Background: an optimization exercise with open tools, aiming at small area. Do not read the settings as production practice. Only simulation tests tie the RTL to the original design; equivalence was not proved. The clock port is modelled as an ideal driver, which makes a skipped or thinned clock tree look cheaper than it is; a real chip needs a root buffer or a tree. Power is estimated from default activity; no workload was simulated.

Setup of oak:
// uartwb_top
module uartwb_top (
  input  wire        clk_i,
  input  wire        nrst_i,
  input  wire        uart_rx,
  output wire        uart_tx,
  output wire [31:0] m_wb_addr_o,
  output wire [31:0] m_wb_data_o,
  input  wire [31:0] m_wb_data_i,
  output wire        m_wb_we_o,
  output wire        m_wb_cyc_o,
  output wire        m_wb_stb_o,
  input  wire        m_wb_ack_i
  );
Size in the first run: about 340 cells after synthesis, roughly 110 flip-flops, about 100 I/O pins, ~4500 sq um of cells after synthesis.
==> module uartwb_top, before the edit <==
module uartwb_top (
  input  wire        clk_i,
  input  wire        nrst_i,
  input  wire        uart_rx,
  output wire        uart_tx,
  output wire [31:0] m_wb_addr_o,
  output wire [31:0] m_wb_data_o,
  input  wire [31:0] m_wb_data_i,
  output wire        m_wb_we_o,
  output wire        m_wb_cyc_o,
  output wire        m_wb_stb_o,
  input  wire        m_wb_ack_i
  );
  reg  [5:0] tmr;
  reg        ph;
  wire       half = tmr[0] & tmr[1] & tmr[4] & tmr[5];
  wire       full = half & ph;
  always @(posedge clk_i)
    if (!nrst_i | half)
      tmr <= 6'd0;
    else
      tmr <= {tmr[4:0], ~(tmr[0] ^ tmr[5])};
  always @(posedge clk_i)
    if (!nrst_i)
      ph <= 1'b0;
    else
      ph <= ph ^ half;
  reg  [4:0] rc;
  reg  [3:0] bc;       
  reg  [7:0] acc;      
  reg [39:0] xs;       
  reg [31:0] ws;       
  reg        cyc;
  reg  [3:0] txc;      
  reg  [2:0] bs;       
  reg        txbit;    
  reg        pflag;    
  wire rc_end = rc[4] & rc[0];                   
  wire samp   = half & ~rc[0] & (rc[4:1] != 4'd0);
  wire ok     = &acc;
  wire we     = (xs[7:0] == 8'h01);
  wire done   = half & rc_end & (bc == 4'd9);
  wire tx_go  = full & (bc == 4'd10) & ~cyc & (txc == 4'd0);
  wire ack    = cyc & m_wb_ack_i;
  wire srcx   = bs[2] & (bs[1] ^ bs[0]);         
  wire srcw   = ~bs[2] & (bs[1:0] != 2'd0) | (bs == 3'd4);  
  wire txlat  = full & ((txc == 4'd7) | (txc[3] & (txc != 4'd15)));
  wire push   = samp & (bc <= 4'd4);
  wire pop    = full & srcx & txc[3] & ~pflag & ~push;
  wire xsh    = push | pop;
  always @(posedge clk_i)
    if (!nrst_i)
      rc <= 5'd0;
    else if (half)
      rc <= (((rc[4:1] == 4'd0) & uart_rx) | rc_end) ? 5'd0 : rc + 5'd1;
  always @(posedge clk_i)
    if (!nrst_i | tx_go)
      bc <= 4'd0;
    else if (half & rc_end & (bc != 4'd10))
      bc <= bc + 4'd1;
  wire aclr = (bc == 4'd0) & (rc == 5'd0);
  always @(posedge clk_i)
    if (samp | aclr)
      acc <= {(acc[0] ^ uart_rx) & ~aclr, acc[7:1]};
  always @(posedge clk_i)
    if (xsh)
      xs <= {uart_rx, xs[39:1]};
  wire wsh = (samp & (bc >= 4'd5) & (bc <= 4'd8)) | (txlat & srcw);
  always @(posedge clk_i)
    if (ack | wsh)
      ws <= ({m_wb_data_i[7:0], m_wb_data_i[15:8], m_wb_data_i[23:16], m_wb_data_i[31:24]} & {32{ack}})
          | ({uart_rx, ws[31:1]} & {32{wsh}});
  always @(posedge clk_i)
    if (!nrst_i)
      cyc <= 1'b0;
    else if (done)
      cyc <= ok;
    else if (m_wb_ack_i)
      cyc <= 1'b0;
  always @(posedge clk_i)
    if (full & (txc != 4'd0))
      pflag <= 1'b0;
    else if (push)
      pflag <= 1'b1;
  always @(posedge clk_i)
    if (txlat)
      txbit <= srcx ? (xsh ? xs[1] : xs[0]) : ws[0];
  always @(posedge clk_i)
    if (!nrst_i) begin
      txc <= 4'd0;
      bs  <= 3'd0;
    end else if (full) begin
      if (txc == 4'd7)
        txc <= (bs != 3'd0) ? 4'd8 : 4'd0;
      else if (txc != 4'd0) begin
        txc <= txc + 4'd1;
        if (txc == 4'd15)
          bs <= (bs == 3'd6) ? 3'd0 : bs - 3'd1;
      end else if (tx_go) begin
        txc <= 4'd7;
        bs  <= ok ? (we ? 3'd6 : 3'd5) : 3'd0;
      end else if (bs != 3'd0)
        txc <= 4'd7;
    end
  assign uart_tx     = (txc == 4'd7) ? 1'b0 : (txc[3] ? txbit : 1'b1);
  assign m_wb_addr_o = {xs[15:8], xs[23:16], xs[31:24], xs[39:32]};
  assign m_wb_data_o = {ws[7:0], ws[15:8], ws[23:16], ws[31:24]};
  assign m_wb_we_o   = we;
  assign m_wb_cyc_o  = cyc;
  assign m_wb_stb_o  = cyc;
endmodule
export LEC_CHECK = 0
export CAP_MARGIN = 20
export CORE_MARGIN = 2
export CORE_UTILIZATION = 40
export SLEW_MARGIN = 20
create_clock -name core_clock -period 10.0 [get_ports {clk_i}]
standard.sh (not shown) runs the stock make flow with config.mk's settings and CLKGATE_MAP_FILE= SYNTH_SCRIPT=/design/flow/synth_recipe.tcl, a recipe that flattens the netlist after the stock synthesis.
==> flow/flow/run.sh <==
#!/bin/bash
set -e
export BUFFER_PORTS_ARGS="-buffer_cell sky130_fd_sc_hd__buf_1"
export PRE_CTS_TCL="$PWD/flow/clock_tree.tcl"
export MY_CLK_NBUF=4
export MY_CLK_CELL=sky130_fd_sc_hd__buf_12
export MY_CLK_ROOT=
bash standard.sh > standard.log 2>&1
Other scripts of this flow, unchanged in this note and not shown: flow/flow/clock_tree.tcl
Input-level comparison between pine and oak:
--- a/flow/design.v
+++ b/flow/design.v
@@ -27,17 +27,16 @@
       ph <= ph ^ half;
   reg  [4:0] rc;
   reg  [3:0] bc;       
-  reg  [7:0] acc;      
+  reg        bad;      
   reg [39:0] xs;       
   reg [31:0] ws;       
   reg        cyc;
   reg  [3:0] txc;      
   reg  [2:0] bs;       
   reg        txbit;    
-  reg        pflag;    
   wire rc_end = rc[4] & rc[0];                   
   wire samp   = half & ~rc[0] & (rc[4:1] != 4'd0);
-  wire ok     = &acc;
+  wire ok     = ~bad;
   wire we     = (xs[7:0] == 8'h01);
   wire done   = half & rc_end & (bc == 4'd9);
   wire tx_go  = full & (bc == 4'd10) & ~cyc & (txc == 4'd0);
@@ -46,7 +45,8 @@
   wire srcw   = ~bs[2] & (bs[1:0] != 2'd0) | (bs == 3'd4);  
   wire txlat  = full & ((txc == 4'd7) | (txc[3] & (txc != 4'd15)));
   wire push   = samp & (bc <= 4'd4);
-  wire pop    = full & srcx & txc[3] & ~pflag & ~push;
+  wire pflag  = rc[0] & (rc[4:1] != 4'd0);
+  wire pop    = full & srcx & txc[3] & ~pflag;
   wire xsh    = push | pop;
   always @(posedge clk_i)
     if (!nrst_i)
@@ -58,18 +58,23 @@
       bc <= 4'd0;
     else if (half & rc_end & (bc != 4'd10))
       bc <= bc + 4'd1;
-  wire aclr = (bc == 4'd0) & (rc == 5'd0);
+  wire rot  = samp & (bc == 4'd9);
+  wire colx = xs[0] ^ xs[8] ^ xs[16] ^ xs[24] ^ xs[32] ^ ws[0] ^ ws[8] ^ ws[16] ^ ws[24];
   always @(posedge clk_i)
-    if (samp | aclr)
-      acc <= {(acc[0] ^ uart_rx) & ~aclr, acc[7:1]};
+    if ((bc == 4'd0) & (rc == 5'd0))
+      bad <= 1'b0;
+    else if (rot & ~(colx ^ uart_rx))
+      bad <= 1'b1;
   always @(posedge clk_i)
-    if (xsh)
-      xs <= {uart_rx, xs[39:1]};
+    if (xsh | rot)
+      xs <= rot ? {xs[32], xs[39:33], xs[24], xs[31:25], xs[16], xs[23:17], xs[8], xs[15:9], xs[0], xs[7:1]}
+                : {uart_rx, xs[39:1]};
   wire wsh = (samp & (bc >= 4'd5) & (bc <= 4'd8)) | (txlat & srcw);
   always @(posedge clk_i)
-    if (ack | wsh)
+    if (ack | wsh | rot)
       ws <= ({m_wb_data_i[7:0], m_wb_data_i[15:8], m_wb_data_i[23:16], m_wb_data_i[31:24]} & {32{ack}})
-          | ({uart_rx, ws[31:1]} & {32{wsh}});
+          | ({uart_rx, ws[31:1]} & {32{wsh}})
+          | ({ws[24], ws[31:25], ws[16], ws[23:17], ws[8], ws[15:9], ws[0], ws[7:1]} & {32{rot}});
   always @(posedge clk_i)
     if (!nrst_i)
       cyc <= 1'b0;
@@ -77,11 +82,6 @@
       cyc <= ok;
     else if (m_wb_ack_i)
       cyc <= 1'b0;
-  always @(posedge clk_i)
-    if (full & (txc != 4'd0))
-      pflag <= 1'b0;
-    else if (push)
-      pflag <= 1'b1;
   always @(posedge clk_i)
     if (txlat)
       txbit <= srcx ? (xsh ? xs[1] : xs[0]) : ws[0];
Results
- Every stage of the flow completed for pine, and the final layout passed the timing, design-rule and antenna checks.
- oak | status: complete | timing, DRC, antenna: pass
- Looking at pine and oak, the clock insertion delay at the later pin of the skew report is a wash.
- Combined global-route utilization of all metal layers, pine and oak: lower on oak
- pine has less setup slack than oak.
- pine ended up with ws[30] as its critical path capture point; oak ended up with rc[3].
- oak → pine: final non-filler cell area fell by 3.4%, fraction of standard cell area in multi-input logic went up by 2.7 points, overall die area lost 430 sq um.
No run of this note takes its clock network from TritonCTS; it comes from the design's own scripts or RTL.

## JK
uartwb_top with an RTL version that a note above also has.
Size in the first run: ~350 cells after synthesis, ~98 flip-flops, ~0.0042 mm^2 of cells after synthesis.
==> module uartwb_top, before the edit <==
module uartwb_top (
  input  wire        clk_i,
  input  wire        nrst_i,
  input  wire        uart_rx,
  output wire        uart_tx,
  output wire [31:0] m_wb_addr_o,
  output wire [31:0] m_wb_data_o,
  input  wire [31:0] m_wb_data_i,
  output wire        m_wb_we_o,
  output wire        m_wb_cyc_o,
  output wire        m_wb_stb_o,
  input  wire        m_wb_ack_i
  );
  reg  [5:0] tmr;
  reg        ph;
  wire       half = tmr[0] & tmr[1] & tmr[4] & tmr[5];
  wire       full = half & ph;
  always @(posedge clk_i)
    if (!nrst_i | half)
      tmr <= 6'd0;
    else
      tmr <= {tmr[4:0], ~(tmr[0] ^ tmr[5])};
  always @(posedge clk_i)
    if (!nrst_i)
      ph <= 1'b0;
    else
      ph <= ph ^ half;
  reg  [4:0] rc;
  reg  [3:0] bc;       
  reg        bad;      
  reg [39:0] xs;       
  reg [31:0] ws;       
  reg        cyc;
  reg  [3:0] txc;      
  reg  [2:0] bs;       
  reg        txbit;    
  wire rc_end = rc[4] & rc[0];                   
  wire samp   = half & ~rc[0] & (rc[4:1] != 4'd0);
  wire ok     = ~bad;
  wire we     = (xs[7:0] == 8'h01);
  wire done   = half & rc_end & (bc == 4'd9);
  wire tx_go  = full & (bc == 4'd10) & ~cyc & (txc == 4'd0);
  wire ack    = cyc & m_wb_ack_i;
  wire srcx   = bs[2] & (bs[1] ^ bs[0]);         
  wire srcw   = ~bs[2] & (bs[1:0] != 2'd0) | (bs == 3'd4);  
  wire txlat  = full & ((txc == 4'd7) | (txc[3] & (txc != 4'd15)));
  wire push   = samp & (bc <= 4'd4);
  wire pflag  = rc[0] & (rc[4:1] != 4'd0);
  wire pop    = full & srcx & txc[3] & ~pflag;
  wire xsh    = push | pop;
  always @(posedge clk_i)
    if (!nrst_i)
      rc <= 5'd0;
    else if (half)
      rc <= (((rc[4:1] == 4'd0) & uart_rx) | rc_end) ? 5'd0 : rc + 5'd1;
  always @(posedge clk_i)
    if (!nrst_i | tx_go)
      bc <= 4'd0;
    else if (half & rc_end & (bc != 4'd10))
      bc <= bc + 4'd1;
  wire rot  = samp & (bc == 4'd9);
  wire colx = xs[0] ^ xs[8] ^ xs[16] ^ xs[24] ^ xs[32] ^ ws[0] ^ ws[8] ^ ws[16] ^ ws[24];
  always @(posedge clk_i)
    if ((bc == 4'd0) & (rc == 5'd0))
      bad <= 1'b0;
    else if (rot & ~(colx ^ uart_rx))
      bad <= 1'b1;
  always @(posedge clk_i)
    if (xsh | rot)
      xs <= rot ? {xs[32], xs[39:33], xs[24], xs[31:25], xs[16], xs[23:17], xs[8], xs[15:9], xs[0], xs[7:1]}
                : {uart_rx, xs[39:1]};
  wire wsh = (samp & (bc >= 4'd5) & (bc <= 4'd8)) | (txlat & srcw);
  always @(posedge clk_i)
    if (ack | wsh | rot)
      ws <= ({m_wb_data_i[7:0], m_wb_data_i[15:8], m_wb_data_i[23:16], m_wb_data_i[31:24]} & {32{ack}})
          | ({uart_rx, ws[31:1]} & {32{wsh}})
          | ({ws[24], ws[31:25], ws[16], ws[23:17], ws[8], ws[15:9], ws[0], ws[7:1]} & {32{rot}});
  always @(posedge clk_i)
    if (!nrst_i)
      cyc <= 1'b0;
    else if (done)
      cyc <= ok;
    else if (m_wb_ack_i)
      cyc <= 1'b0;
  always @(posedge clk_i)
    if (txlat)
      txbit <= srcx ? (xsh ? xs[1] : xs[0]) : ws[0];
  always @(posedge clk_i)
    if (!nrst_i) begin
      txc <= 4'd0;
      bs  <= 3'd0;
    end else if (full) begin
      if (txc == 4'd7)
        txc <= (bs != 3'd0) ? 4'd8 : 4'd0;
      else if (txc != 4'd0) begin
        txc <= txc + 4'd1;
        if (txc == 4'd15)
          bs <= (bs == 3'd6) ? 3'd0 : bs - 3'd1;
      end else if (tx_go) begin
        txc <= 4'd7;
        bs  <= ok ? (we ? 3'd6 : 3'd5) : 3'd0;
      end else if (bs != 3'd0)
        txc <= 4'd7;
    end
  assign uart_tx     = (txc == 4'd7) ? 1'b0 : (txc[3] ? txbit : 1'b1);
  assign m_wb_addr_o = {xs[15:8], xs[23:16], xs[31:24], xs[39:32]};
  assign m_wb_data_o = {ws[7:0], ws[15:8], ws[23:16], ws[31:24]};
  assign m_wb_we_o   = we;
  assign m_wb_cyc_o  = cyc;
  assign m_wb_stb_o  = cyc;
endmodule
==> flow/config.mk <==
export PLATFORM = sky130hd
export DESIGN_NAME = uartwb_top
export DESIGN_NICKNAME = uartwb_top
export VERILOG_FILES = /design/flow/design.v
export SDC_FILE = /design/flow/constraint.sdc
export NUM_CORES = 4
export LEC_CHECK = 0
export CAP_MARGIN = 20
export CORE_MARGIN = 2
export CORE_UTILIZATION = 40
export SLEW_MARGIN = 20
==> flow/constraint.sdc <==
create_clock -name core_clock -period 10.0 [get_ports {clk_i}]
set_input_delay 2.0000 -clock core_clock [delete_from_list [all_inputs] [get_ports {clk_i}]]
set_output_delay 2.0000 -clock core_clock [all_outputs]
set_load 0.01 [all_outputs]
==> flow/flow/run.sh <==
#!/bin/bash
set -e
rm -rf orfs_scripts
cp -r "$FLOW_HOME/scripts" orfs_scripts
cp flow/abc.script orfs_scripts/abc_speed.script
export SCRIPTS_DIR="$PWD/orfs_scripts"
export BUFFER_PORTS_ARGS="-buffer_cell sky130_fd_sc_hd__buf_1"
export PRE_CTS_TCL="$PWD/flow/clock_tree.tcl"
export MY_CLK_NBUF=4
export MY_CLK_CELL=sky130_fd_sc_hd__buf_12
export MY_CLK_ROOT=
bash standard.sh > standard.log 2>&1
Other scripts of this flow, unchanged in this note and not shown: flow/flow/abc.script, flow/flow/clock_tree.tcl
JK did not stop at any stage, and its layout met the timing, design-rule and antenna checks.
Relative to JK, the following input files were edited for MS:
==> flow/design.v <==
module uartwb_top (
  input  wire        clk_i,
  input  wire        nrst_i,
  input  wire        uart_rx,
  output wire        uart_tx,
  output wire [31:0] m_wb_addr_o,
  output wire [31:0] m_wb_data_o,
  input  wire [31:0] m_wb_data_i,
  output wire        m_wb_we_o,
  output wire        m_wb_cyc_o,
  output wire        m_wb_stb_o,
  input  wire        m_wb_ack_i
  );
  reg  [5:0] tmr;
  reg        ph;
  wire       half = tmr[0] & tmr[1] & tmr[4] & tmr[5];
  wire       full = half & ph;
  always @(posedge clk_i)
    if (!nrst_i | half)
      tmr <= 6'd0;
    else
      tmr <= {tmr[4:0], ~(tmr[0] ^ tmr[5])};
  always @(posedge clk_i)
    if (!nrst_i)
      ph <= 1'b0;
    else
      ph <= ph ^ half;
  reg  [4:0] rc;
  reg  [3:0] bc;       
  reg        bad;      
  reg [39:0] xs;       
  reg [31:0] ws;       
  reg        cyc;
  reg  [3:0] txc;      
  reg  [2:0] bs;       
  reg        txbit;    
  wire rc_end = rc[4] & rc[0];                   
  wire samp   = half & ~rc[0] & (rc[4:1] != 4'd0);
  wire ok     = ~bad;
  wire we     = (xs[7:0] == 8'h01);
  wire done   = half & rc_end & (bc == 4'd9);
  wire tx_go  = full & (bc == 4'd10) & ~cyc & (txc == 4'd0);
  wire ack    = cyc & m_wb_ack_i;
  wire srcx   = bs[2] & (bs[1] ^ bs[0]);         
  wire srcw   = ~bs[2] & (bs[1:0] != 2'd0) | (bs == 3'd4);  
  wire txlat  = full & ((txc == 4'd7) | (txc[3] & (txc != 4'd15)));
  wire push   = samp & (bc <= 4'd4);
  wire pflag  = rc[0] & (rc[4:1] != 4'd0);
  wire pop    = full & srcx & txc[3] & ~pflag;
  wire xsh    = push | pop;
  always @(posedge clk_i)
    if (!nrst_i)
      rc <= 5'd0;
    else if (half)
      rc <= (((rc[4:1] == 4'd0) & uart_rx) | rc_end) ? 5'd0 : rc + 5'd1;
  always @(posedge clk_i)
    if (!nrst_i | tx_go)
      bc <= 4'd0;
    else if (half & rc_end & (bc != 4'd10))
      bc <= bc + 4'd1;
  wire rot  = samp & (bc == 4'd9);
  wire colx = xs[0] ^ xs[8] ^ xs[16] ^ xs[24] ^ xs[32] ^ ws[0] ^ ws[8] ^ ws[16] ^ ws[24];
  always @(posedge clk_i)
    if ((bc == 4'd0) & (rc == 5'd0))
      bad <= 1'b0;
    else if (rot & ~(colx ^ uart_rx))
      bad <= 1'b1;
  always @(posedge clk_i)
    if (xsh | rot)
      xs <= {rot ? xs[8] : uart_rx, xs[39:9], rot ? xs[0] : xs[8], xs[7:1]};
  wire wsh = (samp & (bc >= 4'd5) & (bc <= 4'd8)) | (txlat & srcw);
  always @(posedge clk_i)
    if (ack | wsh | rot)
      ws <= ({m_wb_data_i[7:0], m_wb_data_i[15:8], m_wb_data_i[23:16], m_wb_data_i[31:24]} & {32{ack}})
          | ({rot ? ws[0] : uart_rx, ws[31:1]} & {32{wsh | rot}});
  always @(posedge clk_i)
    if (!nrst_i)
      cyc <= 1'b0;
    else if (done)
      cyc <= ok;
    else if (m_wb_ack_i)
      cyc <= 1'b0;
  always @(posedge clk_i)
    if (txlat)
      txbit <= srcx ? (xsh ? xs[1] : xs[0]) : ws[0];
  always @(posedge clk_i)
    if (!nrst_i) begin
      txc <= 4'd0;
      bs  <= 3'd0;
    end else if (full) begin
      if (txc == 4'd7)
        txc <= (bs != 3'd0) ? 4'd8 : 4'd0;
      else if (txc != 4'd0) begin
        txc <= txc + 4'd1;
        if (txc == 4'd15)
          bs <= (bs == 3'd6) ? 3'd0 : bs - 3'd1;
      end else if (tx_go) begin
        txc <= 4'd7;
        bs  <= ok ? (we ? 3'd6 : 3'd5) : 3'd0;
      end else if (bs != 3'd0)
        txc <= 4'd7;
    end
  assign uart_tx     = (txc == 4'd7) ? 1'b0 : (txc[3] ? txbit : 1'b1);
  assign m_wb_addr_o = {xs[39:32], xs[15:8], xs[23:16], xs[31:24]};
  assign m_wb_data_o = {ws[31:24], ws[7:0], ws[15:8], ws[23:16]};
  assign m_wb_we_o   = we;
  assign m_wb_cyc_o  = cyc;
  assign m_wb_stb_o  = cyc;
endmodule
[summary]
Every stage of the flow completed for MS, and the final layout passed the timing, design-rule and antenna checks. As of MS, peak fanout along the critical path had fallen by more than 10% compared to JK. MS vs JK — timing-limited maximum frequency dropped 8.7 MHz. [compare] base=JK new=MS: design area stayed essentially flat, utilization now sits higher, worst setup slack lower. Across both runs, global-route usage was lower for MS than for JK. MS has net switching power of the design below what JK had. The final cell count number comes out higher for JK vs MS.
In every run of this note, the design's own scripts or RTL, not TritonCTS, make the clock network.

-- afterwards: timing with drivers on the ports --
Ports are ideal in the flow. The routed layouts listed here were re-timed in OpenROAD. Step 1: set_driving_cell puts a clkbuf_16 on clk_i and a buf_2 on each other input, an assumption about the parent block. Step 2 times the ports against the registers' clock, not the clock port: input delays grow and output delays shrink by t, the midpoint of the rising clock arrivals with the driver on. a / b / c = ideal / step 1 / step 2; a / b = the first two.
run	shift t [ns]	setup WS [ns]	worst setup path at the end	worst slew at a driven data input, ns	cell pins on the clock port's net
oak	0.221	6.528 / 6.487 / 6.361	input to register	0.05	4
pine	0.211	6.262 / 6.262 / 6.262	register to register	0.06	4
JK	0.212	6.498 / 6.562 / 6.350	input to register	0.05	4
MS	0.208	6.388 / 6.388 / 6.380	input to register	0.04	4
After both steps setup and hold are still met in every run listed. For oak, which loses most, drivers alone change the setup slack by -0.041 ns; drivers and shift together by -0.167 ns.
